What follows belongs to an exercise in optimizing a design on an open flow for small area and a short achievable clock period; a production flow would make more cautious choices. At most, simulation tests tie the RTL to the original design; equivalence was not proved. Only the layout flow was run in runs 1 to 3; the RTL was not checked for function there. Power and IR drop assume default switching activity.

[flow/run.sh]
#!/bin/bash
# Layout flow: the standard layout (standard.sh, the standard synthesis and ORFS steps unchanged),
# except that each input and output port is buffered with a plain sky130_fd_sc_hd__buf_N cell
# (PORT_BUF below) rather than the delay buffer that buffer_ports picks by default.
# The whole make output goes to standard_flow.log in the work folder; ORFS's per-step logs are
# under orfs/logs/.
set -euo pipefail
cd "$(dirname "${BASH_SOURCE[0]}")/.."
PORT_BUF=sky130_fd_sc_hd__buf_1
export BUFFER_PORTS_ARGS="-buffer_cell ${PORT_BUF}"
bash standard.sh finish > standard_flow.log 2>&1
[constraint.sdc]
create_clock -name core_clock -period 5.5 [get_ports {clk}]
set_input_delay 1.1000 -clock core_clock [delete_from_list [all_inputs] [get_ports {clk}]]
set_output_delay 1.1000 -clock core_clock [all_outputs]
set_load 0.01 [all_outputs]
[design.v]
module AluStage1 (
   input    wire[0:31]    a,
   input    wire[0:31]    b,
   input    wire[0:7]     ac,
   output   wire[31:0]    gSum,
   output   wire[15:0]    gCo
   );
   wire [31:0] A   = a;
   wire [31:0] B   = b;
   wire        cin = ac[0];
   wire        invB = ac[1];
   wire [1:0]  sh  = ac[3:4];
   wire [2:0]  op  = ac[5:7];
   wire isAdd = ( op == 3'd3 );
   wire selA  = ( op == 3'd1 );
   wire selB  = ( op == 3'd2 );
   wire selAnd = ( op == 3'd5 );
   wire selOr  = ( op == 3'd6 );
   wire selXor = ( op == 3'd7 );
   wire [31:0] tA = ( sh == 2'd0 ) ? A :
                    ( sh == 2'd1 ) ? { A[30:0], 1'b0 } :
                    ( sh == 2'd2 ) ? { A[29:0], 2'b00 } :
                                     { A[28:0], 3'b000 };
   wire [3:0]  fT = { selA | selB | selAnd | selOr,          
                      selA | isAdd | selOr | selXor,         
                      selB | isAdd | selOr | selXor,         
                      1'b0 };                                
   wire [3:0]  uT = invB ? { fT[2], fT[3], fT[0], fT[1] } : fT;
   wire        gP = isAdd & ~invB;                          
   wire        gN = isAdd & invB;                           
   wire [31:0] g  = tA & (( B & { 32 { gP }} ) | ( ~B & { 32 { gN }} ));
   wire        cinA = cin & isAdd;
   wire [31:0] tL = ( tA & B & { 32 { uT[3] }} ) | ( tA & ~B & { 32 { uT[2] }} ) | ( ~tA & B & { 32 { uT[1] }} ) |
                    ( ~tA & ~B & { 32 { uT[0] }} );
   wire [31:0] p  = tL;
   wire s1c0_g0_1 = g[1] | ( p[1] & g[0] );
   wire s1c0_p0_1 = p[1] & p[0];
   wire sum_0 = tL[0] ^ cinA;
   wire sum_1 = tL[1] ^ ( g[0] | ( p[0] & cinA ));
   wire gco_0 = ( s1c0_g0_1 | ( s1c0_p0_1 & cinA ));
   wire s1c1_g0_1 = g[3] | ( p[3] & g[2] );
   wire s1c1_p0_1 = p[3] & p[2];
   wire sum_2 = tL[2];
   wire sum_3 = tL[3] ^ g[2];
   wire gco_1 = s1c1_g0_1;
   wire s1c2_g0_1 = g[5] | ( p[5] & g[4] );
   wire s1c2_p0_1 = p[5] & p[4];
   wire sum_4 = tL[4];
   wire sum_5 = tL[5] ^ g[4];
   wire gco_2 = s1c2_g0_1;
   wire s1c3_g0_1 = g[7] | ( p[7] & g[6] );
   wire s1c3_p0_1 = p[7] & p[6];
   wire sum_6 = tL[6];
   wire sum_7 = tL[7] ^ g[6];
   wire gco_3 = s1c3_g0_1;
   wire s1c4_g0_1 = g[9] | ( p[9] & g[8] );
   wire s1c4_p0_1 = p[9] & p[8];
   wire sum_8 = tL[8];
   wire sum_9 = tL[9] ^ g[8];
   wire gco_4 = s1c4_g0_1;
   wire s1c5_g0_1 = g[11] | ( p[11] & g[10] );
   wire s1c5_p0_1 = p[11] & p[10];
   wire sum_10 = tL[10];
   wire sum_11 = tL[11] ^ g[10];
   wire gco_5 = s1c5_g0_1;
   wire s1c6_g0_1 = g[13] | ( p[13] & g[12] );
   wire s1c6_p0_1 = p[13] & p[12];
   wire sum_12 = tL[12];
   wire sum_13 = tL[13] ^ g[12];
   wire gco_6 = s1c6_g0_1;
   wire s1c7_g0_1 = g[15] | ( p[15] & g[14] );
   wire s1c7_p0_1 = p[15] & p[14];
   wire sum_14 = tL[14];
   wire sum_15 = tL[15] ^ g[14];
   wire gco_7 = s1c7_g0_1;
   wire s1c8_g0_1 = g[17] | ( p[17] & g[16] );
   wire s1c8_p0_1 = p[17] & p[16];
   wire sum_16 = tL[16];
   wire sum_17 = tL[17] ^ g[16];
   wire gco_8 = s1c8_g0_1;
   wire s1c9_g0_1 = g[19] | ( p[19] & g[18] );
   wire s1c9_p0_1 = p[19] & p[18];
   wire sum_18 = tL[18];
   wire sum_19 = tL[19] ^ g[18];
   wire gco_9 = s1c9_g0_1;
   wire s1c10_g0_1 = g[21] | ( p[21] & g[20] );
   wire s1c10_p0_1 = p[21] & p[20];
   wire sum_20 = tL[20];
   wire sum_21 = tL[21] ^ g[20];
   wire gco_10 = s1c10_g0_1;
   wire s1c11_g0_1 = g[23] | ( p[23] & g[22] );
   wire s1c11_p0_1 = p[23] & p[22];
   wire sum_22 = tL[22];
   wire sum_23 = tL[23] ^ g[22];
   wire gco_11 = s1c11_g0_1;
   wire s1c12_g0_1 = g[25] | ( p[25] & g[24] );
   wire s1c12_p0_1 = p[25] & p[24];
   wire sum_24 = tL[24];
   wire sum_25 = tL[25] ^ g[24];
   wire gco_12 = s1c12_g0_1;
   wire s1c13_g0_1 = g[27] | ( p[27] & g[26] );
   wire s1c13_p0_1 = p[27] & p[26];
   wire sum_26 = tL[26];
   wire sum_27 = tL[27] ^ g[26];
   wire gco_13 = s1c13_g0_1;
   wire s1c14_g0_1 = g[29] | ( p[29] & g[28] );
   wire s1c14_p0_1 = p[29] & p[28];
   wire sum_28 = tL[28];
   wire sum_29 = tL[29] ^ g[28];
   wire gco_14 = s1c14_g0_1;
   wire s1c15_g0_1 = g[31] | ( p[31] & g[30] );
   wire s1c15_p0_1 = p[31] & p[30];
   wire sum_30 = tL[30];
   wire sum_31 = tL[31] ^ g[30];
   wire gco_15 = s1c15_g0_1;
   assign gSum = { sum_31, sum_30, sum_29, sum_28, sum_27, sum_26, sum_25, sum_24, sum_23, sum_22, sum_21, sum_20, sum_19, sum_18, sum_17, sum_16, sum_15, sum_14, sum_13, sum_12, sum_11, sum_10, sum_9, sum_8, sum_7, sum_6, sum_5, sum_4, sum_3, sum_2, sum_1, sum_0 };
   assign gCo = { gco_15, gco_14, gco_13, gco_12, gco_11, gco_10, gco_9, gco_8, gco_7, gco_6, gco_5, gco_4, gco_3, gco_2, gco_1, gco_0 };
endmodule
module AluStage2 (
   input    wire[31:0]    s1X,
   input    wire[15:0]    s1G,
   input    wire          s1Inv,
   output   wire[31:0]    rOut,
   output   wire          rCo
   );
   wire gP_0 = &s1X[1:0];
   wire gP_1 = &s1X[3:2];
   wire gP_2 = &s1X[5:4];
   wire gP_3 = &s1X[7:6];
   wire gP_4 = &s1X[9:8];
   wire gP_5 = &s1X[11:10];
   wire gP_6 = &s1X[13:12];
   wire gP_7 = &s1X[15:14];
   wire gP_8 = &s1X[17:16];
   wire gP_9 = &s1X[19:18];
   wire gP_10 = &s1X[21:20];
   wire gP_11 = &s1X[23:22];
   wire gP_12 = &s1X[25:24];
   wire gP_13 = &s1X[27:26];
   wire gP_14 = &s1X[29:28];
   wire gP_15 = &s1X[31:30];
   wire s2c_g0_1 = s1G[1] | ( gP_1 & s1G[0] );
   wire s2c_p0_1 = gP_1 & gP_0;
   wire s2c_g0_3 = s1G[3] | ( gP_3 & s1G[2] );
   wire s2c_p0_3 = gP_3 & gP_2;
   wire s2c_g0_5 = s1G[5] | ( gP_5 & s1G[4] );
   wire s2c_p0_5 = gP_5 & gP_4;
   wire s2c_g0_7 = s1G[7] | ( gP_7 & s1G[6] );
   wire s2c_p0_7 = gP_7 & gP_6;
   wire s2c_g0_9 = s1G[9] | ( gP_9 & s1G[8] );
   wire s2c_p0_9 = gP_9 & gP_8;
   wire s2c_g0_11 = s1G[11] | ( gP_11 & s1G[10] );
   wire s2c_p0_11 = gP_11 & gP_10;
   wire s2c_g0_13 = s1G[13] | ( gP_13 & s1G[12] );
   wire s2c_p0_13 = gP_13 & gP_12;
   wire s2c_g0_15 = s1G[15] | ( gP_15 & s1G[14] );
   wire s2c_p0_15 = gP_15 & gP_14;
   wire s2c_g1_2 = s1G[2] | ( gP_2 & s2c_g0_1 );
   wire s2c_p1_2 = gP_2 & s2c_p0_1;
   wire s2c_g1_3 = s2c_g0_3 | ( s2c_p0_3 & s2c_g0_1 );
   wire s2c_p1_3 = s2c_p0_3 & s2c_p0_1;
   wire s2c_g1_6 = s1G[6] | ( gP_6 & s2c_g0_5 );
   wire s2c_p1_6 = gP_6 & s2c_p0_5;
   wire s2c_g1_7 = s2c_g0_7 | ( s2c_p0_7 & s2c_g0_5 );
   wire s2c_p1_7 = s2c_p0_7 & s2c_p0_5;
   wire s2c_g1_10 = s1G[10] | ( gP_10 & s2c_g0_9 );
   wire s2c_p1_10 = gP_10 & s2c_p0_9;
   wire s2c_g1_11 = s2c_g0_11 | ( s2c_p0_11 & s2c_g0_9 );
   wire s2c_p1_11 = s2c_p0_11 & s2c_p0_9;
   wire s2c_g1_14 = s1G[14] | ( gP_14 & s2c_g0_13 );
   wire s2c_p1_14 = gP_14 & s2c_p0_13;
   wire s2c_g1_15 = s2c_g0_15 | ( s2c_p0_15 & s2c_g0_13 );
   wire s2c_p1_15 = s2c_p0_15 & s2c_p0_13;
   wire s2c_g2_4 = s1G[4] | ( gP_4 & s2c_g1_3 );
   wire s2c_p2_4 = gP_4 & s2c_p1_3;
   wire s2c_g2_5 = s2c_g0_5 | ( s2c_p0_5 & s2c_g1_3 );
   wire s2c_p2_5 = s2c_p0_5 & s2c_p1_3;
   wire s2c_g2_6 = s2c_g1_6 | ( s2c_p1_6 & s2c_g1_3 );
   wire s2c_p2_6 = s2c_p1_6 & s2c_p1_3;
   wire s2c_g2_7 = s2c_g1_7 | ( s2c_p1_7 & s2c_g1_3 );
   wire s2c_p2_7 = s2c_p1_7 & s2c_p1_3;
   wire s2c_g2_12 = s1G[12] | ( gP_12 & s2c_g1_11 );
   wire s2c_p2_12 = gP_12 & s2c_p1_11;
   wire s2c_g2_13 = s2c_g0_13 | ( s2c_p0_13 & s2c_g1_11 );
   wire s2c_p2_13 = s2c_p0_13 & s2c_p1_11;
   wire s2c_g2_14 = s2c_g1_14 | ( s2c_p1_14 & s2c_g1_11 );
   wire s2c_p2_14 = s2c_p1_14 & s2c_p1_11;
   wire s2c_g2_15 = s2c_g1_15 | ( s2c_p1_15 & s2c_g1_11 );
   wire s2c_p2_15 = s2c_p1_15 & s2c_p1_11;
   wire s2c_g3_8 = s1G[8] | ( gP_8 & s2c_g2_7 );
   wire s2c_p3_8 = gP_8 & s2c_p2_7;
   wire s2c_g3_9 = s2c_g0_9 | ( s2c_p0_9 & s2c_g2_7 );
   wire s2c_p3_9 = s2c_p0_9 & s2c_p2_7;
   wire s2c_g3_10 = s2c_g1_10 | ( s2c_p1_10 & s2c_g2_7 );
   wire s2c_p3_10 = s2c_p1_10 & s2c_p2_7;
   wire s2c_g3_11 = s2c_g1_11 | ( s2c_p1_11 & s2c_g2_7 );
   wire s2c_p3_11 = s2c_p1_11 & s2c_p2_7;
   wire s2c_g3_12 = s2c_g2_12 | ( s2c_p2_12 & s2c_g2_7 );
   wire s2c_p3_12 = s2c_p2_12 & s2c_p2_7;
   wire s2c_g3_13 = s2c_g2_13 | ( s2c_p2_13 & s2c_g2_7 );
   wire s2c_p3_13 = s2c_p2_13 & s2c_p2_7;
   wire s2c_g3_14 = s2c_g2_14 | ( s2c_p2_14 & s2c_g2_7 );
   wire s2c_p3_14 = s2c_p2_14 & s2c_p2_7;
   wire s2c_g3_15 = s2c_g2_15 | ( s2c_p2_15 & s2c_g2_7 );
   wire s2c_p3_15 = s2c_p2_15 & s2c_p2_7;
   wire rs_0 = s1X[0];
   wire rs_1 = s1X[1];
   wire rs_2 = s1X[2] ^ ( s1G[0] );
   wire rs_3 = s1X[3] ^ ( s1G[0] & ( &s1X[2:2] ) );
   wire rs_4 = s1X[4] ^ ( s2c_g0_1 );
   wire rs_5 = s1X[5] ^ ( s2c_g0_1 & ( &s1X[4:4] ) );
   wire rs_6 = s1X[6] ^ ( s2c_g1_2 );
   wire rs_7 = s1X[7] ^ ( s2c_g1_2 & ( &s1X[6:6] ) );
   wire rs_8 = s1X[8] ^ ( s2c_g1_3 );
   wire rs_9 = s1X[9] ^ ( s2c_g1_3 & ( &s1X[8:8] ) );
   wire rs_10 = s1X[10] ^ ( s2c_g2_4 );
   wire rs_11 = s1X[11] ^ ( s2c_g2_4 & ( &s1X[10:10] ) );
   wire rs_12 = s1X[12] ^ ( s2c_g2_5 );
   wire rs_13 = s1X[13] ^ ( s2c_g2_5 & ( &s1X[12:12] ) );
   wire rs_14 = s1X[14] ^ ( s2c_g2_6 );
   wire rs_15 = s1X[15] ^ ( s2c_g2_6 & ( &s1X[14:14] ) );
   wire rs_16 = s1X[16] ^ ( s2c_g2_7 );
   wire rs_17 = s1X[17] ^ ( s2c_g2_7 & ( &s1X[16:16] ) );
   wire rs_18 = s1X[18] ^ ( s2c_g3_8 );
   wire rs_19 = s1X[19] ^ ( s2c_g3_8 & ( &s1X[18:18] ) );
   wire rs_20 = s1X[20] ^ ( s2c_g3_9 );
   wire rs_21 = s1X[21] ^ ( s2c_g3_9 & ( &s1X[20:20] ) );
   wire rs_22 = s1X[22] ^ ( s2c_g3_10 );
   wire rs_23 = s1X[23] ^ ( s2c_g3_10 & ( &s1X[22:22] ) );
   wire rs_24 = s1X[24] ^ ( s2c_g3_11 );
   wire rs_25 = s1X[25] ^ ( s2c_g3_11 & ( &s1X[24:24] ) );
   wire rs_26 = s1X[26] ^ ( s2c_g3_12 );
   wire rs_27 = s1X[27] ^ ( s2c_g3_12 & ( &s1X[26:26] ) );
   wire rs_28 = s1X[28] ^ ( s2c_g3_13 );
   wire rs_29 = s1X[29] ^ ( s2c_g3_13 & ( &s1X[28:28] ) );
   wire rs_30 = s1X[30] ^ ( s2c_g3_14 );
   wire rs_31 = s1X[31] ^ ( s2c_g3_14 & ( &s1X[30:30] ) );
   wire [31:0] rSum = { rs_31, rs_30, rs_29, rs_28, rs_27, rs_26, rs_25, rs_24, rs_23, rs_22, rs_21, rs_20, rs_19, rs_18, rs_17, rs_16, rs_15, rs_14, rs_13, rs_12, rs_11, rs_10, rs_9, rs_8, rs_7, rs_6, rs_5, rs_4, rs_3, rs_2, rs_1, rs_0 };
   assign rCo = s2c_g3_15;
   assign rOut = rSum ^ { 32 { s1Inv }};
endmodule
module Vcpu32Alu (
   input    wire          clk,
   input    wire[0:31]    a,
   input    wire[0:31]    b,
   input    wire[0:7]     ac,
   output   wire[0:31]    r,
   output   wire          c,
   output   wire          n,
   output   wire          z,
   output   wire          err
   );
   wire [31:0]   gSum;
   wire [15:0]   gCo;
   wire [31:0]   rOut;
   wire          rCo;
   AluStage1 U1 ( .a( a ), .b( b ), .ac( ac ), .gSum( gSum ), .gCo( gCo ));
   reg [31:0]   s1X;
   reg [15:0]   s1G;
   reg          s1Inv;
   always @( posedge clk ) begin
      s1X   <= gSum;
      s1G   <= gCo;
      s1Inv <= ac[2];
   end
   AluStage2 U2 ( .s1X( s1X ), .s1G( s1G ), .s1Inv( s1Inv ), .rOut( rOut ), .rCo( rCo ));
   reg [31:0] s2R;
   reg        s2C;
   always @( posedge clk ) begin
      s2R <= rOut;
      s2C <= rCo;
   end
   assign r   = s2R;
   assign c   = s2C;
   assign n   = s2R[31];
   assign z   = ( s2R == 32'd0 );
   assign err = 1'b0;
endmodule
[config.mk]
export PLATFORM = sky130hd
export DESIGN_NAME = Vcpu32Alu
export DESIGN_NICKNAME = Vcpu32Alu
export VERILOG_FILES = /design/flow/design.v
export SDC_FILE = /design/flow/constraint.sdc
export NUM_CORES = 4
export LEC_CHECK = 0
export CAP_MARGIN = 20
export CORE_MARGIN = 2
export CORE_UTILIZATION = 40
export CTS_BUF_LIST = sky130_fd_sc_hd__clkbuf_4 sky130_fd_sc_hd__clkbuf_8
export SETUP_SLACK_MARGIN = 2.5
export SLEW_MARGIN = 20
export SYNTH_HIERARCHICAL = 1
[standard.sh]
#!/bin/bash
# synth_recipe.tcl (not shown) runs the flow's synth.tcl, then flattens the netlist and writes it again
# the make line also repeats each setting of config.mk as NAME=value (left out here)
make -C /OpenROAD-flow-scripts/flow DESIGN_CONFIG=/design/flow/config.mk WORK_HOME=/design/flow/orfs CLKGATE_MAP_FILE= SYNTH_SCRIPT=/design/flow/synth_recipe.tcl "${@:-finish}"
==> run_results.csv, run 1 <==
group,metric,value,unit
status,status,"no timing/DRC/antenna violations",
synthesis,synthTopCellsByArea,"dfxtp_1, xnor2_1, ha_1, mux4_2, buf_4",
timing,rsz0062_at_grt,"no",
die,core_area,13100,um^2
finish,nets,701,
placement,io_buffer_count,107,
die,io_pins,109,
min_path,min_from,"s1G[15]$_DFF_P_",
timing,tns,0,ns
synthesis,synth_top_family_by_area,"multiplexers",
finish,fin_util,43.8,%
setup_path,r2r_cells,8,
synthesis,netlist_top_cells_count,"dfxtp_1, xnor2_1, nor2_1",
global_routing,grt.overflow.total,0,
setup_path,endpoint,"s1X[23]$_DFF_P_",
detailed_routing,drtIter0Drc,224,
setup_path,cp.depth,6,
synthesis,async_flop_share,0,%
clock_tree,clkTransAtPathRegs,0.08,ns
power_and_ir_drop,clockPowerShare,25.9,%
clock_tree,clockRootBuffer,"clkbuf_8",
setup_path,cp_slowest_cell,"buf_2",
placement,post-place-ws,2.12,ns
timing,worst_slack,2.64,ns
synthesis,synth_area_leader_cell,"dfxtp_1",
die,die_x,120,um
min_path,min_path_type,"reg2reg",
detailed_routing,drc,0,
power_and_ir_drop,p_sw_share,31.4,%
detailed_routing,routedWlPerCell,15.2,um
synthesis,syn-num-nets,645,
power_and_ir_drop,ir_drop,0.0950,mV
synthesis,synth_compound_area_share,11.2,%
timing,tightest_slew,1.05,ns
clock_tree,cts_htree_levels,3,
placement,place_congestion,0.791,
clock_tree,clockBufferDepth,2,
placement,dp_hpwl,9.44,mm
synthesis,synth_seq_cells,82,
power_and_ir_drop,pwr-share-comb,26.9,%
synthesis,ys_seq_area_share,30.7,%
synthesis,synthSimpleGateAreaFrac,12.8,%
synthesis,synthesis.area,5340,um^2
timing,finalHoldViolCount,0,
setup_path,end_kind,"register",
finish,drive_gt1_share,10.8,%
power_and_ir_drop,power_frac_seq,47.2,%
die,rows,42,
timing,finalSetupViolCount,0,
synthesis,yosysWarnings,7,
clock_tree,cts_setup_buffers,0,
setup_path,cp-start-kind,"input pin",
synthesis,synth.most_common_cell,"dfxtp_1",
synthesis,synth_xor_area_share,13.3,%
power_and_ir_drop,p_per_area,285,nW/um^2
global_routing,grt_pass1_vias,3720,
setup_path,crit_buf_inv,1,
synthesis,synthCells,540,
die,start_util,40.7,%
synthesis,synth-edff-count,0,
synthesis,synth.distinct_cells,57,
setup_path,cp_slowest_stage_delay,0.70,ns
detailed_routing,firstDrtPassIters,4,
power_and_ir_drop,p_int,1120,uW
global_routing,track_usage,16.7,%
setup_path,r2r-start,"s1X[19]$_DFF_P_",
setup_path,crit_start,"ac[3]",
setup_path,path_delay_family,"buffers and inverters",
clock_tree,cts.sink_count,82,
setup_path,crit_type,"in2reg",
timing,slew_violations,0,
setup_path,r2r_setup_slack,3.22,ns
setup_path,crit_chain,"buf_2, mux4_2, nor2_1, a21oi_1, o21ai_0, ha_1",
setup_path,r2r_end,"s2R[26]$_DFF_P_",
detailed_routing,ant_nets,0,
synthesis,synth_ff_type,"dfxtp_1",
clock_tree,insertion_delay,0.35,ns
detailed_routing,wl,11.8,mm
finish,syn_to_final_growth,7.80,%
timing,fmax,0.350,GHz
run,maxCapViolations,0,
power_and_ir_drop,p_sw,516,uW
global_routing,grt_pass1_wl,19.2,mm
detailed_routing,num_vias,3959,
clock_tree,cts_hold_buf,0,
global_routing,antenna_found_initial,0,
synthesis,netlist.area_leader.share,30.7,%
power_and_ir_drop,p_leak,0.00230,uW
timing,period_share,52.0,%
clock_tree,numCtsBuffers,9,
clock_tree,cts_tree,"done",
setup_path,crit_fanout,36,
die,die_area,14300,um^2
detailed_routing,vias_per_cell,5.10,
synthesis,synthMuxAreaShare,16.3,%
synthesis,avgSynthCellArea,9.89,um^2
timing,fin_skew,0.0184,ns
die,die_h,120,um
synthesis,synthAdderAreaFrac,7.50,%
finish,diodes,0,
global_routing,grt_max_degree,37,
timing,period_minus_slack,2.86,ns
timing,relSlewSlack,30.2,%
setup_path,required,5.73,ns
setup_path,cp_data_arrival_time,3.09,ns
## through the flow
stage | hold slack [ns] | cells | area (um^2) | power [uW]
floorplan | 0.390 | 540 | 5340 | 1120
global placement | 0.410 | 761 | 5560 | 1220
detailed placement | 0.406 | 761 | 5560 | 1230
CTS | 0.436 | 776 | 5750 | 1660
global route | 0.450 | 776 | 5760 | 1740
finish | 0.431 | 776 | 5760 | 1640
## final cells by class
type / count / area, um^2
tap: 176 / 220
inverter: 4 / 15.0
clock inverter: 3 / 40.0
fill: 1303 / 7380
clock buffer: 12 / 153
multi-input combinational: 391 / 3270
timing repair buffer: 108 / 415
sequential: 82 / 1640
## worst register-to-register path, cell delays in order (launching register included)
cell       delay [ns]
dfxtp_1          0.36
a31oi_1          0.28
o21ba_2          0.20
nor2_1           0.05
a2111oi_2        0.43
inv_2            0.11
a31o_1           0.24
ha_1             0.29
xor2_1           0.16
## timing repair
item                       CTS  global route
resized for setup            1             3
setup endpoints to repair    1             9
hold endpoints to repair     0             0
cloned                       0             0
## Yosys stat by module (local to each module, per instance)
| module | flops+latches | cells |
|---|---|---|
| Vcpu32Alu | 82 | 96 |
| AluStage2 | 0 | 115 |
| AluStage1 | 0 | 329 |
## worst min path at each step
stage / end / slack (ns) / cells past startpoint
after floorplan: s2C$_DFF_P_ / 0.39 / 1
after global placement: s2C$_DFF_P_ / 0.41 / 1
after detailed placement: s2C$_DFF_P_ / 0.41 / 1
after CTS: s2C$_DFF_P_ / 0.44 / 1
after global routing: s2C$_DFF_P_ / 0.45 / 1
final: s2C$_DFF_P_ / 0.43 / 1
## layer usage
layer	up-vias	track usage [%]	wire, um
li1	2022	-	-
met1	1804	24.8	5850
met2	123	24.9	5100
met3	10	3.09	724
met4	0	4.85	143
met5	-	0	0
## logic make-up (layout without fill, tap and decap cells)
logic type | count (synthesis) | after routing
AO/OA/AOI/OAI | 96 | 96
buffers and inverters | 67 | 127
flip-flops | 82 | 82
multiplexers | 50 | 50
adder cells (fa/ha/maj) | 32 | 32
AND/OR/NAND/NOR | 131 | 131
other | 1 | 1
XOR/XNOR | 81 | 81
## registers in the layout, summed over array words and instances, names as in the netlist
name,count
s1X,32
s2R,32
s1G,16
s1Inv,1
s2C,1
## cells in the final DEF (no fill, tap or decap), types with 9 or more instances in the layout
master    count
ha_1         31
a21oi_1      25
mux4_2       16
nor2_1       45
dfxtp_1      81
o21ai_0      18
nor3_1       11
nand2_1      12
a21o_1       16
o21ai_1      11
xor2_1       19
clkbuf_8     10
mux2i_1      14
nand3_1      27
nor3b_1       9
buf_1       104
xnor2_1      62
## power by group through the flow
| stage | combinational (uW) | clock [uW] | sequential, uW |
|---|---|---|---|
| floorplan | 327 | 0 | 794 |
| global placement | 433 | 0 | 786 |
| detailed placement | 439 | 0 | 789 |
| CTS | 443 | 437 | 775 |
| global route | 487 | 462 | 787 |
| finish | 440 | 425 | 774 |
==> run 2, diff against run 1 <==
--- a/config.mk
+++ b/config.mk
@@ -9,6 +9,6 @@
 export CORE_MARGIN = 2
 export CORE_UTILIZATION = 40
 export CTS_BUF_LIST = sky130_fd_sc_hd__clkbuf_4 sky130_fd_sc_hd__clkbuf_8
-export SETUP_SLACK_MARGIN = 2.5
+export SETUP_SLACK_MARGIN = 3.0
 export SLEW_MARGIN = 20
 export SYNTH_HIERARCHICAL = 1
==> run_results.csv, run 2 <==
group,metric,value,unit
setup_path,crit_fanout,2,
detailed_routing,firstDrtPassIters,4,
finish,nets,704,
synthesis,synth.most_common_cell,"dfxtp_1",
detailed_routing,wl,11.9,mm
die,start_util,40.7,%
setup_path,crit_chain,"nor4_4, nand4_1, nor2_1, buf_2",
die,io_pins,109,
synthesis,async_flop_share,0,%
power_and_ir_drop,p_per_area,288,nW/um^2
synthesis,avgSynthCellArea,9.89,um^2
global_routing,antenna_found_initial,0,
run,maxCapViolations,0,
setup_path,path_delay_family,"simple AND/OR/NAND/NOR gates",
detailed_routing,drtIter0Drc,267,
timing,period_minus_slack,2.46,ns
timing,slew_violations,0,
timing,fmax,0.407,GHz
placement,place_congestion,0.829,
die,die_h,120,um
global_routing,grt_max_degree,37,
setup_path,cp_data_arrival_time,1.36,ns
synthesis,synth_ff_type,"dfxtp_1",
placement,post-place-ws,2.08,ns
detailed_routing,ant_nets,0,
die,rows,42,
synthesis,synthCells,540,
detailed_routing,num_vias,4025,
finish,drive_gt1_share,14.7,%
clock_tree,clkTransAtPathRegs,0.08,ns
setup_path,cp-start-kind,"register",
synthesis,synthAdderAreaFrac,7.50,%
clock_tree,clockBufferDepth,2,
timing,relSlewSlack,42.9,%
synthesis,synth_compound_area_share,11.2,%
synthesis,netlist_top_cells_count,"dfxtp_1, xnor2_1, nor2_1",
synthesis,netlist.area_leader.share,30.7,%
timing,tightest_slew,0.856,ns
finish,diodes,0,
synthesis,synth.distinct_cells,57,
setup_path,required,4.40,ns
setup_path,crit_buf_inv,1,
clock_tree,cts_htree_levels,3,
die,die_area,14300,um^2
finish,final_cell_mix,"buf_1, dfxtp_1, xnor2_1",
clock_tree,numCtsBuffers,9,
timing,period_share,44.7,%
synthesis,synth_xor_area_share,13.3,%
clock_tree,cts.sink_count,82,
finish,final_common_cell,"buf_1",
synthesis,synth_area_leader_cell,"dfxtp_1",
global_routing,grt_pass1_wl,19.5,mm
setup_path,crit_type,"reg2out",
die,core_area,13100,um^2
timing,fin_skew,0.0107,ns
timing,rsz0062_at_grt,"yes",
detailed_routing,drc,0,
timing,worst_slack,3.04,ns
clock_tree,insertion_delay,0.35,ns
global_routing,track_usage,17.1,%
placement,io_buffer_count,107,
synthesis,synth_top_family_by_area,"multiplexers",
status,status,"no timing/DRC/antenna violations",
clock_tree,cts_hold_buf,0,
finish,syn_to_final_growth,12.0,%
synthesis,syn-num-nets,645,
die,die_x,120,um
global_routing,grt.overflow.total,0,
synthesis,ys_seq_area_share,30.7,%
synthesis,synth-edff-count,0,
synthesis,synthMuxAreaShare,16.3,%
global_routing,grt_pass1_vias,3786,
power_and_ir_drop,p_leak,0.00235,uW
setup_path,r2r_setup_slack,3.25,ns
synthesis,synthSimpleGateAreaFrac,12.8,%
synthesis,synthTopCellsByArea,"dfxtp_1, xnor2_1, ha_1, mux4_2, buf_4",
min_path,min_path_type,"reg2reg",
finish,top_regs,"s1X (32), s2R (32), s1G (16)",
timing,tns,0,ns
setup_path,end_kind,"primary output",
synthesis,yosysWarnings,7,
detailed_routing,routedWlPerCell,15.3,um
setup_path,cp_slowest_cell,"dfxtp_2",
power_and_ir_drop,ir_drop,0.115,mV
clock_tree,cts_tree,"done",
detailed_routing,vias_per_cell,5.16,
placement,dp_hpwl,9.27,mm
synthesis,synth_seq_cells,82,
setup_path,cp_slowest_stage_delay,0.34,ns
timing,finalHoldViolCount,0,
clock_tree,clockRootBuffer,"clkbuf_8",
synthesis,synthesis.area,5340,um^2
timing,finalSetupViolCount,0,
-- run 2: cell counts after synthesis --
Identical to the previous run, type by type.
-- run 2: area by class of cell --
class / count / area (um^2)
repair inverters: 1 / 7.51
multi-input cells: 391 / 3370
clock inverters: 4 / 75.1
inverters: 4 / 18.8
repair buffers: 110 / 492
clock buffers: 12 / 153
fillers: 1312 / 7160
flip-flops and latches: 82 / 1640
well taps: 176 / 220
-- run 2: cell families after synthesis --
logic type / count (synthesis)
AOI/OAI and AO/OA: 96
xor gates and xnor gates: 81
adders and majority gates: 32
buffers and inverters: 67
DFF: 82
muxes: 50
other: 1
and+or+nand+nor: 131
-- run 2: repair_timing --
item,CTS,global route
endpoints found under the setup margin,49,20
gates resized for setup,19,5
buffers inserted,0,0
cloned,2,0
pin swaps,3,4
-- run 2: where the power goes --
part	internal (uW)	switching (uW)	total (uW)
sequential	699	83.9	783
combinational	211	250	461
clock	278	198	476
total	1190	532	1720
-- run 2: per-module statistics from Yosys, one instance, submodules excluded --
module,flip-flops and latches,cells inside,cell area [um^2],times used
AluStage1,0,329,2680,1
Vcpu32Alu,82,96,1730,1
AluStage2,0,115,925,1
-- run 2: final timing paths --
check / start / to / cells past startpoint
worst max-delay path: s2R[1]$_DFF_P_ / z / 4
worst min-delay path: s1G[15]$_DFF_P_ / s2C$_DFF_P_ / 1
worst max register to register: s1X[19]$_DFF_P_ / s2R[26]$_DFF_P_ / 8
worst min register to register: s1G[15]$_DFF_P_ / s2C$_DFF_P_ / 1
-- run 2: metrics by stage --
stage,util [%],power (uW),area (um^2),std cells,hold WS [ns]
3_5_place_dp,42.8,1240,5620,762,0.407
3_3_place_gp,42.8,1230,5620,762,0.414
2_1_floorplan,-,1130,5460,540,0.390
6_report,45.5,1720,5980,780,0.442
5_1_grt,45.5,1820,5980,780,0.461
4_1_cts,45.4,1730,5960,780,0.441
-- run 2: worst register-to-register path, cell delays in order (launching register included) --
cell and delay (ns):
dfxtp_1 0.35, a31oi_1 0.26, o21ba_2 0.20, nor2_1 0.05
a2111oi_2 0.41, inv_2 0.12, a31o_1 0.24, ha_1 0.29
xor2_1 0.17
-- run 2: per-layer routing --
metal | GRT usage [%] | wire (um) | up-vias
met5 | 0 | 0 | -
met4 | 4.71 | 139 | 0
met3 | 3.04 | 657 | 11
met2 | 25.6 | 5170 | 111
met1 | 25.4 | 5980 | 1876
li1 | - | - | 2027
==> run 3, diff against run 2 <==
==> flow/run.sh (replaced) <==
#!/bin/bash
# Layout flow: the standard layout (standard.sh: the standard synthesis script and ORFS steps), with
# two changes:
#  - each input and output port is buffered with a plain sky130_fd_sc_hd__buf_1 (PORT_BUF) rather than
#    the delay buffer that buffer_ports picks by default;
#  - the 4-input multiplexer cells (slow select inputs) are added to the platform's don't-use list
#    (EXTRA_DONT_USE), so synthesis builds the A pre-shift from 2-input multiplexers.
# The whole make output goes to standard_flow.log in the work folder; ORFS's per-step logs are
# under orfs/logs/.
set -euo pipefail
cd "$(dirname "${BASH_SOURCE[0]}")/.."
PORT_BUF=sky130_fd_sc_hd__buf_1
EXTRA_DONT_USE="sky130_fd_sc_hd__mux4_1 sky130_fd_sc_hd__mux4_2 sky130_fd_sc_hd__mux4_4"
export BUFFER_PORTS_ARGS="-buffer_cell ${PORT_BUF}"
# the platform's own don't-use list, as ORFS's make computes it
PLATFORM_DONT_USE=$(make -s -C "$FLOW_HOME" DESIGN_CONFIG="$PWD/config.mk" WORK_HOME="$PWD/orfs" \
  print-DONT_USE_CELLS 2> dont_use_probe.log | sed -n 's/^DONT_USE_CELLS: *//p')
echo "platform don't-use: $PLATFORM_DONT_USE" > dont_use.log
[[ -n "$PLATFORM_DONT_USE" ]]
bash standard.sh "DONT_USE_CELLS=${PLATFORM_DONT_USE} ${EXTRA_DONT_USE}" finish > standard_flow.log 2>&1
--- a/config.mk
+++ b/config.mk
@@ -7,7 +7,7 @@
 export LEC_CHECK = 0
 export CAP_MARGIN = 20
 export CORE_MARGIN = 2
-export CORE_UTILIZATION = 40
+export CORE_UTILIZATION = 60
 export CTS_BUF_LIST = sky130_fd_sc_hd__clkbuf_4 sky130_fd_sc_hd__clkbuf_8
 export SETUP_SLACK_MARGIN = 3.0
 export SLEW_MARGIN = 20
==> run_results.csv, run 3 <==
group,metric,value,unit
status,status,"no timing/DRC/antenna violations",
synthesis,synth_area_leader_cell,"dfxtp_1",
finish,final_cell_mix,"buf_1, mux2i_1, dfxtp_1",
setup_path,r2r_cells,8,
setup_path,crit_fanout,2,
setup_path,crit_type,"reg2out",
synthesis,synthesis.area,5250,um^2
power_and_ir_drop,p_leak,0.00247,uW
clock_tree,clockBufferDepth,2,
min_path,min_path_type,"reg2reg",
placement,place_congestion,0.772,
detailed_routing,drc,0,
detailed_routing,drtIter0Drc,231,
power_and_ir_drop,p_per_area,298,nW/um^2
synthesis,synthTopCellsByArea,"dfxtp_1, mux2i_1, xnor2_1, ha_1, buf_4",
clock_tree,insertion_delay,0.35,ns
die,die_x,97.5,um
global_routing,track_usage,22.5,%
finish,top_regs,"s1X (32), s2R (32), s1G (16)",
synthesis,avgSynthCellArea,9.75,um^2
global_routing,grt_max_degree,37,
timing,tightest_slew,0.874,ns
synthesis,synth.most_common_cell,"mux2i_1",
synthesis,syn-num-nets,643,
synthesis,synth_seq_cells,82,
finish,syn_to_final_growth,9.30,%
die,core_area,8590,um^2
setup_path,r2r-start,"s1X[4]$_DFF_P_",
run,maxCapViolations,0,
detailed_routing,firstDrtPassIters,4,
setup_path,cp_data_arrival_time,1.33,ns
finish,diodes,0,
clock_tree,cts_tree,"done",
setup_path,cp-start-kind,"register",
clock_tree,cts.sink_count,82,
global_routing,antenna_found_initial,0,
timing,tns,0,ns
finish,final_common_cell,"buf_1",
clock_tree,cts_htree_levels,3,
die,io_pins,109,
setup_path,r2r_setup_slack,3.15,ns
timing,hold_slack,0.434,ns
timing,fin_skew,0.0144,ns
detailed_routing,wl_met2,4.55,mm
timing,period_minus_slack,2.43,ns
timing,rsz0062_at_grt,"yes",
synthesis,netlist.area_leader.share,31.3,%
detailed_routing,top_layer,"met4",
placement,io_buffer_count,107,
detailed_routing,wl_met3,628,um
detailed_routing,wl_met1,5.72,mm
detailed_routing,vias_per_cell,5.63,
min_path,min_path_cells,1,
synthesis,async_flop_share,0,%
finish,nets,700,
die,rows,34,
synthesis,synth.distinct_cells,53,
clock_tree,clockRootBuffer,"clkbuf_8",
synthesis,synth-edff-count,0,
global_routing,grt_pass1_wl,17.3,mm
global_routing,grt.overflow.total,0,
setup_path,r2r_end,"s2R[26]$_DFF_P_",
setup_path,required,4.40,ns
die,die_h,97.5,um
global_routing,grt_pass1_vias,3565,
detailed_routing,routedWlPerCell,15.6,um
synthesis,synth_ff_type,"dfxtp_1",
finish,drive_gt1_share,10.0,%
placement,dp_hpwl,8.14,mm
setup_path,end_kind,"primary output",
detailed_routing,wl,11.1,mm
die,start_util,61.1,%
clock_tree,clkTransAtPathRegs,0.08,ns
synthesis,netlist_top_cells_count,"mux2i_1, dfxtp_1, xnor2_1",
synthesis,yosysWarnings,7,
clock_tree,numCtsBuffers,9,
synthesis,ys_seq_area_share,31.3,%
detailed_routing,num_vias,3986,
timing,period_share,44.2,%
timing,fmax,0.411,GHz
timing,finalHoldViolCount,0,
detailed_routing,ant_nets,0,
timing,slew_violations,0,
timing,finalSetupViolCount,0,
timing,relSlewSlack,41.8,%
die,die_area,9510,um^2
min_path,min_delay_worst_endpoint,"s2C$_DFF_P_",
min_path,min_from,"s1G[15]$_DFF_P_",
power_and_ir_drop,ir_drop,0.124,mV
synthesis,synthCells,538,
==> run 3: cell types whose count changed in the layout (fill, tap and decap cells not counted), sizes merged, moves of 2 or more <==
cell | previous run | this run
nor3 | 12 | 6
nor3b | 10 | 16
nand3 | 27 | 33
clkinvlp | 4 | 1
clkinv | 0 | 2
o22ai | 6 | 0
a21oi | 25 | 3
mux2i | 19 | 90
o21ai | 29 | 35
nor2 | 45 | 23
mux2 | 9 | 2
nand2 | 12 | 6
mux4 | 22 | 0
==> run 3: kinds of logic after synthesis <==
family                     Yosys count  synth area share, %
buffers and inverters               68                 9.04
muxes                               91                 17.5
adders and majority gates           32                 7.63
DFF                                 82                 31.3
other                                1               0.0715
and+or+nand+nor                    109                 11.9
AOI/OAI and AO/OA                   74                 9.11
xor gates and xnor gates            81                 13.5
==> run 3: per-module statistics from Yosys, one instance, submodules excluded <==
| module | times used | cells inside | flops+latches | cell area, um^2 |
|---|---|---|---|---|
| AluStage1 | 1 | 327 | 0 | 2590 |
| AluStage2 | 1 | 115 | 0 | 925 |
| Vcpu32Alu | 1 | 96 | 82 | 1730 |
==> run 3: through the flow <==
stage | std cells | total power (uW) | setup slack [ns] | utilization (%) | instance area, um^2
floorplan | 538 | 1120 | 2.96 | - | 5280
finish | 708 | 1710 | 3.07 | 66.7 | 5730
detailed placement | 690 | 1210 | 2.09 | 62.4 | 5360
CTS | 706 | 1690 | 3.00 | 65.6 | 5640
global route | 708 | 1800 | 2.98 | 66.7 | 5730
global placement | 690 | 1200 | 2.12 | 62.4 | 5360
==> run 3: per-layer routing <==
metal | up-vias | track usage [%]
li1 | 1993 | -
met1 | 1839 | 34.5
met2 | 143 | 32.4
met3 | 11 | 3.38
met4 | 0 | 6.52
met5 | - | 0
==> run 3: worst max path at each step <==
stage	endpoint	depth (start not counted)	from
3_5_place_dp	s1G[0]$_DFF_P_	6	ac[6]
6_report	z	4	s2R[28]$_DFF_P_
3_3_place_gp	s1G[0]$_DFF_P_	6	ac[6]
4_1_cts	z	4	s2R[1]$_DFF_P_
5_1_grt	z	4	s2R[28]$_DFF_P_
2_1_floorplan	s1G[1]$_DFF_P_	8	ac[3]
==> run 3: area by class of cell <==
class                   instances  area, um^2
clock buffers                  11         145
clock inverters                 5        77.6
fillers                       700        2860
inverters                       4        15.0
multi-input cells             389        3270
flip-flops and latches         82        1650
well taps                     108         135
repair buffers                109         447
==> run 3: critical path, cell delays in order, from the launching register on <==
cell and delay [ns]:
dfxtp_2 0.34, nor4_4 0.27, nand4_1 0.15, nor2_1 0.10, buf_2 0.13
==> run 3: power by group <==
group / switching (uW) / total (uW) / internal (uW)
Clock: 203 / 475 / 271
Sequential: 91.4 / 792 / 701
Combinational: 243 / 444 / 201
==> run 3: what timing repair did <==
| item | in CTS | in global routing |
|---|---|---|
| endpoints found under the hold margin | 0 | 0 |
| pin swaps | 2 | 8 |
| setup endpoints to repair | 49 | 21 |
| gates cloned | 0 | 1 |
| hold buffers | 0 | 0 |
| buffers inserted | 0 | 1 |
| gates resized for setup | 12 | 14 |
==> run 4, diff against run 3 <==
--- a/design.v
+++ b/design.v
@@ -1,9 +1,13 @@
-module AluStage1 (
+module Vcpu32Alu (
+   input    wire          clk,
    input    wire[0:31]    a,
    input    wire[0:31]    b,
    input    wire[0:7]     ac,
-   output   wire[31:0]    gSum,
-   output   wire[15:0]    gCo
+   output   wire[0:31]    r,
+   output   wire          c,
+   output   wire          n,
+   output   wire          z,
+   output   wire          err
    );
    wire [31:0] A   = a;
    wire [31:0] B   = b;
@@ -113,16 +117,16 @@
    wire sum_30 = tL[30];
    wire sum_31 = tL[31] ^ g[30];
    wire gco_15 = s1c15_g0_1;
-   assign gSum = { sum_31, sum_30, sum_29, sum_28, sum_27, sum_26, sum_25, sum_24, sum_23, sum_22, sum_21, sum_20, sum_19, sum_18, sum_17, sum_16, sum_15, sum_14, sum_13, sum_12, sum_11, sum_10, sum_9, sum_8, sum_7, sum_6, sum_5, sum_4, sum_3, sum_2, sum_1, sum_0 };
-   assign gCo = { gco_15, gco_14, gco_13, gco_12, gco_11, gco_10, gco_9, gco_8, gco_7, gco_6, gco_5, gco_4, gco_3, gco_2, gco_1, gco_0 };
-endmodule
-module AluStage2 (
-   input    wire[31:0]    s1X,
-   input    wire[15:0]    s1G,
-   input    wire          s1Inv,
-   output   wire[31:0]    rOut,
-   output   wire          rCo
-   );
+   wire [31:0] gSum = { sum_31, sum_30, sum_29, sum_28, sum_27, sum_26, sum_25, sum_24, sum_23, sum_22, sum_21, sum_20, sum_19, sum_18, sum_17, sum_16, sum_15, sum_14, sum_13, sum_12, sum_11, sum_10, sum_9, sum_8, sum_7, sum_6, sum_5, sum_4, sum_3, sum_2, sum_1, sum_0 };
+   wire [15:0] gCo = { gco_15, gco_14, gco_13, gco_12, gco_11, gco_10, gco_9, gco_8, gco_7, gco_6, gco_5, gco_4, gco_3, gco_2, gco_1, gco_0 };
+   reg [31:0]   s1X;
+   reg [15:0]   s1G;
+   reg          s1Inv;
+   always @( posedge clk ) begin
+      s1X   <= gSum;
+      s1G   <= gCo;
+      s1Inv <= ac[2];
+   end
    wire gP_0 = &s1X[1:0];
    wire gP_1 = &s1X[3:2];
    wire gP_2 = &s1X[5:4];
@@ -236,38 +240,11 @@
    wire rs_30 = s1X[30] ^ ( s2c_g3_14 );
    wire rs_31 = s1X[31] ^ ( s2c_g3_14 & ( &s1X[30:30] ) );
    wire [31:0] rSum = { rs_31, rs_30, rs_29, rs_28, rs_27, rs_26, rs_25, rs_24, rs_23, rs_22, rs_21, rs_20, rs_19, rs_18, rs_17, rs_16, rs_15, rs_14, rs_13, rs_12, rs_11, rs_10, rs_9, rs_8, rs_7, rs_6, rs_5, rs_4, rs_3, rs_2, rs_1, rs_0 };
-   assign rCo = s2c_g3_15;
-   assign rOut = rSum ^ { 32 { s1Inv }};
-endmodule
-module Vcpu32Alu (
-   input    wire          clk,
-   input    wire[0:31]    a,
-   input    wire[0:31]    b,
-   input    wire[0:7]     ac,
-   output   wire[0:31]    r,
-   output   wire          c,
-   output   wire          n,
-   output   wire          z,
-   output   wire          err
-   );
-   wire [31:0]   gSum;
-   wire [15:0]   gCo;
-   wire [31:0]   rOut;
-   wire          rCo;
-   AluStage1 U1 ( .a( a ), .b( b ), .ac( ac ), .gSum( gSum ), .gCo( gCo ));
-   reg [31:0]   s1X;
-   reg [15:0]   s1G;
-   reg          s1Inv;
-   always @( posedge clk ) begin
-      s1X   <= gSum;
-      s1G   <= gCo;
-      s1Inv <= ac[2];
-   end
-   AluStage2 U2 ( .s1X( s1X ), .s1G( s1G ), .s1Inv( s1Inv ), .rOut( rOut ), .rCo( rCo ));
+   wire rCo = s2c_g3_15;
    reg [31:0] s2R;
    reg        s2C;
    always @( posedge clk ) begin
-      s2R <= rOut;
+      s2R <= rSum ^ { 32 { s1Inv }};
       s2C <= rCo;
    end
    assign r   = s2R;
--- a/config.mk
+++ b/config.mk
@@ -7,8 +7,7 @@
 export LEC_CHECK = 0
 export CAP_MARGIN = 20
 export CORE_MARGIN = 2
-export CORE_UTILIZATION = 60
+export CORE_UTILIZATION = 40
 export CTS_BUF_LIST = sky130_fd_sc_hd__clkbuf_4 sky130_fd_sc_hd__clkbuf_8
 export SETUP_SLACK_MARGIN = 3.0
 export SLEW_MARGIN = 20
-export SYNTH_HIERARCHICAL = 1
==> run_results.csv, run 4 <==
group,metric,value,unit
finish,final_common_cell,"buf_1",
global_routing,antenna_found_initial,0,
synthesis,synth.most_common_cell,"mux2i_1",
timing,period_minus_slack,2.46,ns
global_routing,track_usage,17.2,%
timing,period_share,44.7,%
setup_path,cp_slowest_stage_delay,0.34,ns
detailed_routing,firstDrtPassIters,4,
die,io_pins,109,
synthesis,async_flop_share,0,%
finish,drive_gt1_share,7.67,%
min_path,min_delay_worst_endpoint,"s2R[9]$_DFF_P_",
placement,dp_hpwl,8.74,mm
die,core_area,12000,um^2
setup_path,cp_slowest_cell,"dfxtp_2",
timing,tns,0,ns
min_path,min_from,"s1X[9]$_DFF_P_",
synthesis,synth-edff-count,0,
synthesis,netlist_top_cells_count,"mux2i_1, dfxtp_1, xnor2_1",
setup_path,r2r_setup_slack,3.37,ns
timing,rsz0062_at_grt,"yes",
setup_path,required,4.40,ns
synthesis,ys_seq_area_share,33.3,%
power_and_ir_drop,p_leak,0.00243,uW
setup_path,r2r-start,"s1X[3]$_DFF_P_",
synthesis,avgSynthCellArea,9.75,um^2
synthesis,synth_ff_type,"dfxtp_1",
timing,relSlewSlack,41.8,%
global_routing,grt.overflow.total,0,
placement,placed_cell_area,5370,um^2
detailed_routing,drc,0,
setup_path,path_delay_family,"simple AND/OR/NAND/NOR gates",
setup_path,crit_type,"reg2out",
synthesis,synthCells,506,
synthesis,yosysWarnings,1,
synthesis,synth.distinct_cells,45,
finish,syn_to_final_growth,15.1,%
setup_path,r2r_end,"s2R[30]$_DFF_P_",
die,die_x,115,um
finish,nets,700,
timing,fmax,0.407,GHz
finish,fin_util,47.3,%
clock_tree,clockBufferDepth,2,
timing,finalHoldViolCount,0,
detailed_routing,ant_nets,0,
timing,finalSetupViolCount,0,
synthesis,syn-num-nets,611,
clock_tree,clockRootBuffer,"clkbuf_8",
run,maxCapViolations,0,
setup_path,crit_buf_inv,1,
clock_tree,insertion_delay,0.35,ns
finish,top_regs,"s1X (32), s2R (32), s1G (16)",
placement,io_buffer_count,107,
clock_tree,clkTransAtPathRegs,0.08,ns
die,rows,40,
min_path,min_path_cells,1,
die,die_area,13200,um^2
global_routing,grt_pass1_wl,18.1,mm
min_path,min_path_type,"reg2reg",
timing,slew_violations,0,
clock_tree,cts.sink_count,82,
clock_tree,numCtsBuffers,9,
finish,stdcell_area,5680,um^2
clock_tree,cts_tree,"done",
setup_path,cp-start-kind,"register",
status,status,"no timing/DRC/antenna violations",
setup_path,cp_data_arrival_time,1.36,ns
clock_tree,cts_htree_levels,3,
global_routing,grt_pass1_vias,3587,
setup_path,crit_fanout,2,
detailed_routing,num_vias,3828,
synthesis,netlist.area_leader.share,33.3,%
timing,fin_skew,0.0139,ns
detailed_routing,drtIter0Drc,226,
synthesis,synthesis.area,4930,um^2
detailed_routing,routedWlPerCell,15.0,um
die,start_util,41.1,%
synthesis,synth_seq_cells,82,
die,die_h,115,um
setup_path,end_kind,"primary output",
global_routing,grt_max_degree,38,
power_and_ir_drop,p_per_area,291,nW/um^2
synthesis,synthTopCellsByArea,"dfxtp_1, mux2i_1, xnor2_1, ha_1, nand3_1",
finish,final_cell_mix,"buf_1, mux2i_1, dfxtp_1",
finish,diodes,0,
power_and_ir_drop,ir_drop,0.103,mV
setup_path,cp.depth,4,
detailed_routing,wl,11.2,mm
placement,place_congestion,0.779,
detailed_routing,vias_per_cell,5.12,
setup_path,r2r_cells,7,
timing,tightest_slew,0.873,ns
setup_path,crit_chain,"nor4_4, nand4_1, nor2_1, buf_2",
synthesis,synth_area_leader_cell,"dfxtp_1",
-- run 4: final cells by class --
type                    count  area (um^2)
inverters                   5         18.8
flip-flops and latches     82         1650
clock inverters             5         62.6
fillers                  1190         6340
repair buffers            110          443
clock buffers              11          145
well taps                 147          184
multi-input cells         387         3180
-- run 4: power breakdown --
part / total (uW) / switching (uW) / internal (uW)
registers: 789 / 89.1 / 700
clock network: 441 / 212 / 229
logic: 423 / 235 / 188
total: 1650 / 536 / 1120
-- run 4: metrics by stage --
step	total power (uW)	cells	setup WS [ns]	hold slack [ns]
floorplan	1070	506	2.98	0.390
global placement	1200	730	2.26	0.455
detailed placement	1210	730	2.17	0.456
CTS	1660	746	2.98	0.482
global route	1760	747	2.92	0.496
finish	1650	747	3.04	0.493
-- run 4: cells by family (layout without fill, tap and decap cells) --
| logic type | after synthesis | in the layout | share of synthesized area [%] |
|---|---|---|---|
| AO/OA/AOI/OAI | 80 | 80 | 10.9 |
| XOR/XNOR | 80 | 80 | 14.2 |
| adder cells (fa/ha/maj) | 32 | 32 | 8.12 |
| buffers and inverters | 37 | 131 | 3.76 |
| flip-flops | 82 | 82 | 33.3 |
| multiplexers | 90 | 90 | 18.3 |
| other | 1 | 1 | 0.0760 |
| AND/OR/NAND/NOR | 104 | 104 | 11.3 |
-- run 4: routing by layer --
layer	share of wire [%]	wire, um	vias to the layer above	track usage [%]
met1	51	5710	1737	26.0
met5	0	0	-	0
met3	5.3	596	8	2.37
met4	1.2	130	0	5.78
li1	-	-	1980	-
met2	43	4800	103	25.0
-- run 4: worst reg2reg max path: stages, from the launching register on --
cell and delay, ns:
dfxtp_1 0.41, nand3_1 0.16, a2111o_1 0.43, o21ai_4 0.20
a21o_1 0.20, a31o_1 0.16, ha_1 0.24, xor2_1 0.17
-- run 4: how the worst max path moves through the flow --
stage	startpoint	to	slack [ns]
2_1_floorplan	ac[3]	s1G[13]$_DFF_P_	2.98
3_3_place_gp	ac[4]	s1G[14]$_DFF_P_	2.26
3_5_place_dp	ac[4]	s1G[14]$_DFF_P_	2.17
4_1_cts	s2R[30]$_DFF_P_	z	2.98
5_1_grt	s2R[25]$_DFF_P_	z	2.92
6_report	s2R[25]$_DFF_P_	z	3.04
-- run 4: repair_timing --
item                                    CTS  global route
endpoints found under the hold margin     0             0
endpoints found under the setup margin   42             6
resized for setup                        14             6
buffers inserted                          0             1
hold buffers                              0             0
pin swaps                                 3             4
==> run 5, diff against run 4 <==
--- a/config.mk
+++ b/config.mk
@@ -9,5 +9,5 @@
 export CORE_MARGIN = 2
 export CORE_UTILIZATION = 40
 export CTS_BUF_LIST = sky130_fd_sc_hd__clkbuf_4 sky130_fd_sc_hd__clkbuf_8
-export SETUP_SLACK_MARGIN = 3.0
+export SETUP_SLACK_MARGIN = 3.5
 export SLEW_MARGIN = 20
==> run_results.csv, run 5 <==
group,metric,value,unit
status,status,"no timing/DRC/antenna violations",
global_routing,met3_usage,3.00,%
finish,multi_input_area,4000,um^2
power_and_ir_drop,p_leak,0.00299,uW
global_routing,grt_pass1_vias,4181,
synthesis,ys_seq_area_share,33.3,%
timing,worst_slack,3.05,ns
clock_tree,cts_tree,"done",
timing,tightest_slew,0.886,ns
synthesis,yosysWarnings,1,
power_and_ir_drop,ir_drop,0.101,mV
clock_tree,cts.sink_count,82,
timing,period_share,44.6,%
detailed_routing,drc,0,
global_routing,track_usage,20.9,%
finish,diodes,0,
timing,fin_skew,0.0117,ns
finish,seq_area,1680,um^2
synthesis,synth_area_leader_cell,"dfxtp_1",
power_and_ir_drop,p_per_area,256,nW/um^2
timing,fmax,0.408,GHz
timing,finalHoldViolCount,0,
setup_path,required,4.40,ns
synthesis,synthCells,506,
synthesis,synthesis.area,4930,um^2
die,die_area,13200,um^2
placement,io_buffer_count,107,
synthesis,netlist.area_leader.share,33.3,%
timing,tns,0,ns
timing,slew_violations,0,
detailed_routing,wl,14.5,mm
global_routing,met1_usage,27.5,%
synthesis,syn-num-nets,611,
clock_tree,clockBufferDepth,2,
timing,hold_slack,0.453,ns
synthesis,synth.distinct_cells,45,
finish,drive_gt1_share,36.9,%
timing,finalSetupViolCount,0,
synthesis,avgSynthCellArea,9.75,um^2
global_routing,busiest_layer,"met2",
synthesis,synth_ff_type,"dfxtp_1",
detailed_routing,drtIter0Drc,255,
synthesis,async_flop_share,0,%
run,maxCapViolations,0,
finish,final_cell_mix,"buf_1, dfxtp_1, xnor2_1",
die,die_x,115,um
global_routing,grt.overflow.total,0,
placement,post-place-ws,2.22,ns
die,start_util,41.1,%
die,rows,40,
setup_path,cp_slowest_stage_delay,0.32,ns
global_routing,grt_pass1_wl,21.4,mm
timing,rsz0062_at_grt,"yes",
timing,period_minus_slack,2.45,ns
setup_path,cp-start-kind,"register",
detailed_routing,routedWlPerCell,17.7,um
finish,nFillCells,974,
placement,place_congestion,0.813,
die,core_area,12000,um^2
setup_path,crit_type,"reg2out",
setup_path,cp_data_arrival_time,1.35,ns
detailed_routing,ant_nets,0,
placement,dp_hpwl,8.66,mm
synthesis,netlist_top_cells_count,"mux2i_1, dfxtp_1, xnor2_1",
timing,relSlewSlack,41.0,%
detailed_routing,num_vias,4381,
synthesis,synth-edff-count,0,
global_routing,antenna_found_initial,0,
synthesis,synthTopCellsByArea,"dfxtp_1, mux2i_1, xnor2_1, ha_1, nand3_1",
synthesis,synth.most_common_cell,"mux2i_1",
clock_tree,clkTransAtPathRegs,0.08,ns
setup_path,crit_fanout,2,
min_path,min_path_type,"reg2reg",
setup_path,crit_chain,"nor4_1, nand4_1, nor2_1, buf_2",
global_routing,grt_max_degree,33,
die,io_pins,109,
detailed_routing,firstDrtPassIters,4,
clock_tree,insertion_delay,0.35,ns
finish,top_regs,"s1X (32), s2R (32), s1G (16)",
die,die_h,115,um
clock_tree,clockRootBuffer,"clkbuf_8",
synthesis,synth_seq_cells,82,
setup_path,cp_slowest_cell,"dfxtp_1",
clock_tree,cts_htree_levels,3,
finish,nets,769,
global_routing,grtUsageMet2,35.1,%
detailed_routing,vias_per_cell,5.37,
finish,final_common_cell,"buf_1",
finish,syn_to_final_growth,51.4,%
setup_path,r2r_setup_slack,3.49,ns
clock_tree,numCtsBuffers,9,
setup_path,end_kind,"primary output",
-- run 5: cell count changes in the layout (fill, tap and decap cells not counted), sizes merged, moves of 2 or more --
cell,before,now
clkinvlp,2,0
bufbuf,0,3
clkbuf,13,29
buf,108,158
-- run 5: repair_timing --
| item | in CTS | in global routing |
|---|---|---|
| resized for setup | 149 | 64 |
| pin swaps | 18 | 20 |
| cloned | 11 | 0 |
| endpoints found under the setup margin | 54 | 61 |
| setup buffers | 32 | 26 |
| hold buffers | 0 | 0 |
-- run 5: metal layers --
metal / wire, um / share of wire [%] / up-vias
li1: - / - / 2129
met2: 6960 / 48 / 151
met3: 709 / 4.9 / 27
met1: 6500 / 45 / 2074
met4: 312 / 2.2 / 0
met5: 0 / 0 / -
-- run 5: through the flow --
| step | power, uW | cells | util [%] | cell area [um^2] |
|---|---|---|---|---|
| finish | 1910 | 816 | 62.2 | 7470 |
| global route | 2000 | 816 | 62.2 | 7470 |
| CTS | 1850 | 790 | 58.3 | 7000 |
| detailed placement | 1220 | 731 | 45.7 | 5490 |
| global placement | 1210 | 731 | 45.7 | 5490 |
| floorplan | 1080 | 506 | - | 5080 |
-- run 5: final cells by class --
class                   instances  share of cell area [%]
clock buffers                  12                    2.13
well taps                     147                    2.46
clock inverters                 4                   0.989
multi-input cells             388                    53.6
flip-flops and latches         82                    22.5
repair buffers                178                    18.1
inverters                       5                   0.251
-- run 5: worst paths after layout --
check / from / endpoint / depth (start not counted)
hold / removal: s1G[15]$_DFF_P_ / s2C$_DFF_P_ / 1
setup / recovery: s2R[16]$_DFF_P_ / z / 4
setup reg to reg: s1G[3]$_DFF_P_ / s2R[26]$_DFF_P_ / 7
hold reg to reg: s1G[15]$_DFF_P_ / s2C$_DFF_P_ / 1
-- run 5: logic make-up (layout without fill, tap and decap cells) --
family                     count (synthesis)  count (layout)  synth area share, %
adders and majority gates                 32              32                 8.12
and+or+nand+nor                          104             104                 11.3
muxes                                     90              91                 18.3
other                                      1               1               0.0760
xor gates and xnor gates                  80              80                 14.2
DFF                                       82              82                 33.3
AOI/OAI and AO/OA                         80              80                 10.9
buffers and inverters                     37             199                 3.76
-- run 5: power breakdown --
group | switching, uW | internal, uW
combinational | 316 | 322
sequential | 85.5 | 703
clock | 198 | 286
total | 600 | 1310
-- run 5: worst max-delay path, delay by kind of cell, from the launching register on --
family | cells | cell delay [ns]
buffers and inverters | 1 | 0.13
AND/OR/NAND/NOR | 3 | 0.57
flip-flops | 1 | 0.32
==> run 6, diff against run 5 <==
--- a/config.mk
+++ b/config.mk
@@ -9,5 +9,5 @@
 export CORE_MARGIN = 2
 export CORE_UTILIZATION = 40
 export CTS_BUF_LIST = sky130_fd_sc_hd__clkbuf_4 sky130_fd_sc_hd__clkbuf_8
-export SETUP_SLACK_MARGIN = 3.5
+export SETUP_SLACK_MARGIN = 3.3
 export SLEW_MARGIN = 20
==> run_results.csv, run 6 <==
group,metric,value,unit
setup_path,end_kind,"primary output",
clock_tree,cts_htree_levels,3,
finish,final_common_cell,"buf_1",
min_path,min_delay_worst_endpoint,"s2C$_DFF_P_",
finish,nets,730,
placement,post-place-ws,2.23,ns
detailed_routing,wl,13.0,mm
die,die_area,13200,um^2
power_and_ir_drop,p_leak,0.00263,uW
timing,slew_violations,0,
synthesis,synth-edff-count,0,
setup_path,r2r_setup_slack,3.42,ns
min_path,min_path_cells,1,
finish,final_cell_mix,"buf_1, dfxtp_1, xnor2_1",
clock_tree,cts_hold_buf,0,
synthesis,synth.distinct_cells,45,
detailed_routing,num_vias,4133,
die,start_util,41.1,%
min_path,min_path_type,"reg2reg",
global_routing,antenna_found_initial,1,
status,status,"no timing/DRC/antenna violations",
setup_path,cp_data_arrival_time,1.34,ns
setup_path,r2r-start,"s1G[2]$_DFF_P_",
setup_path,required,4.40,ns
clock_tree,cts_tree,"done",
detailed_routing,drtIter0Drc,259,
global_routing,grt_max_degree,34,
setup_path,crit_type,"reg2out",
synthesis,synth_area_leader_cell,"dfxtp_1",
timing,fin_skew,0.0139,ns
timing,hold_slack,0.438,ns
synthesis,async_flop_share,0,%
setup_path,crit_fanout,2,
synthesis,synthTopCellsByArea,"dfxtp_1, mux2i_1, xnor2_1, ha_1, nand3_1",
timing,worst_slack,3.06,ns
finish,fin_util,52.7,%
detailed_routing,vias_per_cell,5.33,
clock_tree,numCtsBuffers,9,
die,core_area,12000,um^2
clock_tree,clockRootBuffer,"clkbuf_8",
timing,period_minus_slack,2.44,ns
setup_path,r2r_end,"s2R[20]$_DFF_P_",
finish,diodes,0,
clock_tree,cts.sink_count,82,
timing,fmax,0.409,GHz
synthesis,synthCells,506,
min_path,min_from,"s1G[15]$_DFF_P_",
setup_path,r2r_cells,8,
detailed_routing,routedWlPerCell,16.8,um
timing,period_share,44.4,%
finish,syn_to_final_growth,28.4,%
detailed_routing,drc,0,
die,die_x,115,um
power_and_ir_drop,p_per_area,276,nW/um^2
timing,tns,0,ns
synthesis,syn-num-nets,611,
synthesis,synth_seq_cells,82,
clock_tree,insertion_delay,0.35,ns
clock_tree,clkTransAtPathRegs,0.08,ns
global_routing,grt.overflow.total,0,
global_routing,track_usage,18.9,%
synthesis,netlist_top_cells_count,"mux2i_1, dfxtp_1, xnor2_1",
placement,place_congestion,0.774,
global_routing,grt_pass1_wl,19.9,mm
synthesis,synthesis.area,4930,um^2
finish,drive_gt1_share,18.6,%
global_routing,grt_pass1_vias,3970,
timing,finalHoldViolCount,0,
die,rows,40,
placement,io_buffer_count,107,
die,io_pins,109,
finish,top_regs,"s1X (32), s2R (32), s1G (16)",
power_and_ir_drop,ir_drop,0.113,mV
synthesis,avgSynthCellArea,9.75,um^2
synthesis,netlist.area_leader.share,33.3,%
clock_tree,clockBufferDepth,2,
setup_path,cp-start-kind,"register",
detailed_routing,firstDrtPassIters,7,
timing,finalSetupViolCount,0,
run,maxCapViolations,0,
synthesis,synth.most_common_cell,"mux2i_1",
die,die_h,115,um
timing,rsz0062_at_grt,"yes",
synthesis,synth_ff_type,"dfxtp_1",
synthesis,yosysWarnings,1,
synthesis,ys_seq_area_share,33.3,%
placement,dp_hpwl,8.84,mm
detailed_routing,ant_nets,0,
==> run 6: final cells by class <==
cell class | instances | area (um^2)
tap | 147 | 184
timing repair buffer | 139 | 880
fill | 1110 | 5680
inverter | 5 | 18.8
sequential | 82 | 1640
multi-input combinational | 388 | 3400
clock inverter | 3 | 65.1
clock buffer | 11 | 145
==> run 6: power by group <==
part           total [uW]  internal [uW]  switching (uW)
sequential            776            699            77.1
clock                 460            267             192
combinational         512            239             273
total                1750           1210             542
==> run 6: how the worst max path moves through the flow <==
stage | from | to | slack [ns] | cells past startpoint
3_5_place_dp | ac[4] | s1G[14]$_DFF_P_ | 2.23 | 8
2_1_floorplan | ac[4] | s1G[7]$_DFF_P_ | 3.07 | 8
4_1_cts | s2R[30]$_DFF_P_ | z | 2.97 | 4
5_1_grt | s2R[30]$_DFF_P_ | z | 2.93 | 4
6_report | s2R[16]$_DFF_P_ | z | 3.06 | 4
3_3_place_gp | ac[4] | s1G[8]$_DFF_P_ | 2.28 | 7
==> run 6: routing by layer <==
layer  GRT usage, %  wire length, um
met2           29.5             5900
met3           2.79              741
met5              0               13
met1           26.4             6210
met4           7.39              159
==> run 6: per-stage QoR <==
stage / area, um^2 / cells / power [uW]
floorplan: 5040 / 506 / 1080
global placement: 5460 / 732 / 1210
detailed placement: 5460 / 732 / 1220
CTS: 5940 / 753 / 1710
global route: 6330 / 775 / 1840
finish: 6330 / 775 / 1750
==> run 6: kinds of logic (layout without fill, tap and decap cells) <==
family	count (synthesis)	in the layout	synth area share [%]
buf+inv	37	158	3.76
flops	82	82	33.3
simple gates	104	104	11.3
mux	90	91	18.3
xor+xnor	80	80	14.2
fa+ha+maj	32	32	8.12
compound gates	80	80	10.9
other cells	1	1	0.0760
==> run 6: what timing repair did <==
item,in CTS,in global routing
gates resized for setup,28,40
buffers inserted,4,19
endpoints found under the setup margin,49,32
cloned,3,3
pin swaps,5,7
==> run 6: worst max-delay path, stage by stage (launching register included) <==
cell and delay [ns]:
dfxtp_1 0.31, nor4_1 0.29, nand4_1 0.16, nor2_1 0.11
buf_2 0.13

-- re-timing with driven ports --
In the flow no input, the clock included, has a driving cell. The finished layouts below were timed again as built, in two steps.
Step 1 (the two cells are an assumption about what drives the block):
set clk [get_ports {clk}]
set_driving_cell -lib_cell sky130_fd_sc_hd__clkbuf_16 $clk
set_driving_cell -lib_cell sky130_fd_sc_hd__buf_2 [delete_from_list [all_inputs] $clk]
Step 2 also shifts input and output timing later by t, the mid clock arrival at the registers, as if the neighbouring blocks saw the same clock.
Slacks: ideal / step 1 / step 2; pairs: ideal / step 1.
run	shift t [ns]	setup slack, ns	slew at the worst register clock pin (ns)
run 1	0.371	2.640 / 2.646 / 2.275	0.09 / 0.09
run 2	0.377	3.044 / 3.015 / 2.714	0.08 / 0.08
run 3	0.372	3.067 / 3.040 / 2.733	0.08 / 0.08
run 4	0.374	3.041 / 3.012 / 2.703	0.09 / 0.09
run 5	0.371	3.046 / 3.020 / 2.805	0.08 / 0.08
run 6	0.371	3.057 / 3.027 / 2.870	0.08 / 0.08
After both steps every run listed still meets setup and hold. For run 1, which loses most, drivers alone change the setup slack by +0.006 ns; drivers and shift together by -0.365 ns.
